This is an optimization exercise on Yosys and OpenROAD, whose aim is small area, not a production implementation. Only simulation tests tie the RTL to the original design; equivalence was not proved.

// efpga_macc_pipe_regi
module efpga_macc_pipe_regi
  # (
     parameter INPUT_WIDTH = 18,
     parameter OUTPUT_WIDTH = 40
     )
   (
    input             clk,
    input             resetn,
    input [17:0]      a,
    input [17:0]      b,
    output reg [39:0] y
    );
   reg [17:0] a_r;       
   reg [19:1] nt_r;      
   reg [8:0]  s1_r;      
   reg [8:0]  s2_r;      
   reg [8:0]  ns3_r;     
   reg [35:0] p_r;       
   wire t_s1, t_c1;
   macc_ha t_ha1 (.a(a[1]), .b(a[0]), .s(t_s1), .co(t_c1));
   wire t_s2, t_c2;
   macc_fa t_fa2 (.a(a[2]), .b(a[1]), .c(t_c1), .s(t_s2), .co(t_c2));
   wire t_s3, t_c3;
   macc_fa t_fa3 (.a(a[3]), .b(a[2]), .c(t_c2), .s(t_s3), .co(t_c3));
   wire t_s4, t_c4;
   macc_fa t_fa4 (.a(a[4]), .b(a[3]), .c(t_c3), .s(t_s4), .co(t_c4));
   wire t_s5, t_c5;
   macc_fa t_fa5 (.a(a[5]), .b(a[4]), .c(t_c4), .s(t_s5), .co(t_c5));
   wire t_s6, t_c6;
   macc_fa t_fa6 (.a(a[6]), .b(a[5]), .c(t_c5), .s(t_s6), .co(t_c6));
   wire t_s7, t_c7;
   macc_fa t_fa7 (.a(a[7]), .b(a[6]), .c(t_c6), .s(t_s7), .co(t_c7));
   wire t_s8, t_c8;
   macc_fa t_fa8 (.a(a[8]), .b(a[7]), .c(t_c7), .s(t_s8), .co(t_c8));
   wire t_s9, t_c9;
   macc_fa t_fa9 (.a(a[9]), .b(a[8]), .c(t_c8), .s(t_s9), .co(t_c9));
   wire t_i10 = ~t_s1;
   wire t_i11 = ~t_s2;
   wire t_i12 = ~t_s3;
   wire t_i13 = ~t_s4;
   wire t_i14 = ~t_s5;
   wire t_i15 = ~t_s6;
   wire t_i16 = ~t_s7;
   wire t_i17 = ~t_s8;
   wire t_i18 = ~t_s9;
   wire t_s19, t_c19;
   macc_ha t_ha19 (.a(a[10]), .b(a[9]), .s(t_s19), .co(t_c19));
   wire t_s20, t_c20;
   macc_fa t_fa20 (.a(a[11]), .b(a[10]), .c(t_c19), .s(t_s20), .co(t_c20));
   wire t_s21, t_c21;
   macc_fa t_fa21 (.a(a[12]), .b(a[11]), .c(t_c20), .s(t_s21), .co(t_c21));
   wire t_s22, t_c22;
   macc_fa t_fa22 (.a(a[13]), .b(a[12]), .c(t_c21), .s(t_s22), .co(t_c22));
   wire t_s23, t_c23;
   macc_fa t_fa23 (.a(a[14]), .b(a[13]), .c(t_c22), .s(t_s23), .co(t_c23));
   wire t_s24, t_c24;
   macc_fa t_fa24 (.a(a[15]), .b(a[14]), .c(t_c23), .s(t_s24), .co(t_c24));
   wire t_s25, t_c25;
  ...
For scale: about 910 cells after synthesis.
clock: 6.5 ns
lec_check: 0
cap_margin: 0
core_margin: 2
core_utilization: 40
gpl_timing_driven: 0
slew_margin: 0
synth_hierarchical: 1
buffer_ports_args: -buffer_cell sky130_fd_sc_hd__buf_1
cts_args: -sink_clustering_enable -repair_clock_nets -dont_use_dummy_load -buf_list {sky130_fd_sc_hd__clkbuf_4 sky130_fd_sc_hd__clkbuf_8}
standard.sh (not shown) runs the stock make flow with config.mk's settings and CLKGATE_MAP_FILE= SYNTH_SCRIPT=/design/flow/synth_recipe.tcl, a recipe that flattens the netlist after the stock synthesis.
==> flow/flow/run.sh <==
#!/bin/bash
# Layout flow: the standard flow (standard.sh) with its synthesis unchanged,
# and these changes to how the layout is made:
#  - after synthesis, combinational cells that synthesis sized up are swapped
#    for the smallest cell of the same function (flow/downsize.tcl); the
#    flow's own timing repair sizes up again what needs it;
#  - the buffers that global placement puts on every input and output port
#    are sky130_fd_sc_hd__buf_1;
#  - clock tree synthesis inserts no dummy loads (CTS_EXTRA below).
# Each tool's output goes to a log of its own in this folder; ORFS also keeps
# each step's log under orfs/logs.
set -euo pipefail
cd "$(dirname "$0")/.."
CTS_EXTRA="-buf_list {sky130_fd_sc_hd__clkbuf_4 sky130_fd_sc_hd__clkbuf_8}"
cat >> config.mk <<EOF
export BUFFER_PORTS_ARGS = -buffer_cell sky130_fd_sc_hd__buf_1
export CTS_ARGS = -sink_clustering_enable -repair_clock_nets -dont_use_dummy_load $CTS_EXTRA
EOF
bash standard.sh synth > synth.log 2>&1
DOWNSIZE_ODB=orfs/results/$FLOW_PLATFORM/efpga_macc_pipe_regi/base/1_synth.odb \
LIB=$FLOW_HOME/platforms/$FLOW_PLATFORM/lib/sky130_fd_sc_hd__tt_025C_1v80.lib \
  openroad -no_init -exit flow/downsize.tcl > downsize.log 2>&1
bash standard.sh > layout.log 2>&1
==> flow/flow/downsize.tcl <==
# Swap every combinational cell that synthesis sized up for the smallest cell
# of the same function (same name up to the drive-strength suffix). Registers
# are left alone. Timing repair later in the flow sizes up what needs it.
set odb $::env(DOWNSIZE_ODB)
read_liberty $::env(LIB)
read_db $odb
set block [ord::get_db_block]
set n 0
foreach inst [$block getInsts] {
  set m [[$inst getMaster] getName]
  if {![regexp {^(sky130_fd_sc_hd__([a-z0-9]+))_([0-9]+)$} $m -> base fn drive]} { continue }
  if {[regexp {^(df|sdf|edf|dl|sdl|clk|buf|conb|tap|fill|decap|lpflow|diode|probe|mux4|inv)} $fn]} { continue }
  if {$drive <= 1} { continue }
  foreach cand [list ${base}_1 ${base}_0] {
    set cm [[ord::get_db] findMaster $cand]
    if {$cm ne "NULL"} {
      $inst swapMaster $cm
      incr n
      break
    }
  }
}
puts "downsize: swapped $n instances"
write_db $odb
Then changed:
--- a/flow/flow/run.sh
+++ b/flow/flow/run.sh
@@ -12,5 +12,5 @@
 set -euo pipefail
 cd "$(dirname "$0")/.."
-CTS_EXTRA="-buf_list {sky130_fd_sc_hd__clkbuf_4 sky130_fd_sc_hd__clkbuf_8}"
+CTS_EXTRA="-buf_list sky130_fd_sc_hd__clkbuf_16 -sink_clustering_size 40 -sink_clustering_max_diameter 300 -sink_clustering_levels 1"
 cat >> config.mk <<EOF
 export BUFFER_PORTS_ARGS = -buffer_cell sky130_fd_sc_hd__buf_1
CTS_ARGS = -sink_clustering_enable -repair_clock_nets -dont_use_dummy_load -buf_list sky130_fd_sc_hd__clkbuf_16 -sink_clustering_size 40 -sink_clustering_max_diameter 300 -sink_clustering_levels 1   (was -sink_clustering_enable -repair_clock_nets -dont_use_dummy_load -buf_list {sky130_fd_sc_hd__clkbuf_4 sky130_fd_sc_hd__clkbuf_8})
Result:
- setup slack gains 6.0 ps
- synthesized cell count stays the same
- clock skew goes down by 4.9 ps
- cell count does not change
- global-route usage stays flat
- area after synthesis stays the same
- cell area is higher slightly
- core utilization rises by 0.74 points

==> static timing again, ports no longer ideal <==
The results above use ideal ports. As a check the final layouts listed here were re-extracted and re-timed, cells and wires unchanged.
Step 1: set_driving_cell puts a clkbuf_16 on clk and a buf_2 on each other input, an assumption about the parent block.
Step 2 adds t to the input delays and takes it off the output delays; t is the mean of the earliest and latest rising clock arrival at the registers after step 1. Input paths then give back, and output paths get back, about the clock's delay inside the block.
a / b / c = no drivers / after step 1 / after step 2; a / b = the first two.
run | t, ns | setup slack, ns | worst register clock-pin slew, ns | pins driven straight from the clock port
the first run | 0.484 | 0.323 / 0.323 / 0.323 | 0.09 / 0.09 | 1
the second run | 0.468 | 0.330 / 0.330 / 0.330 | 0.07 / 0.07 | 1
After both steps setup and hold are still met in every run listed.
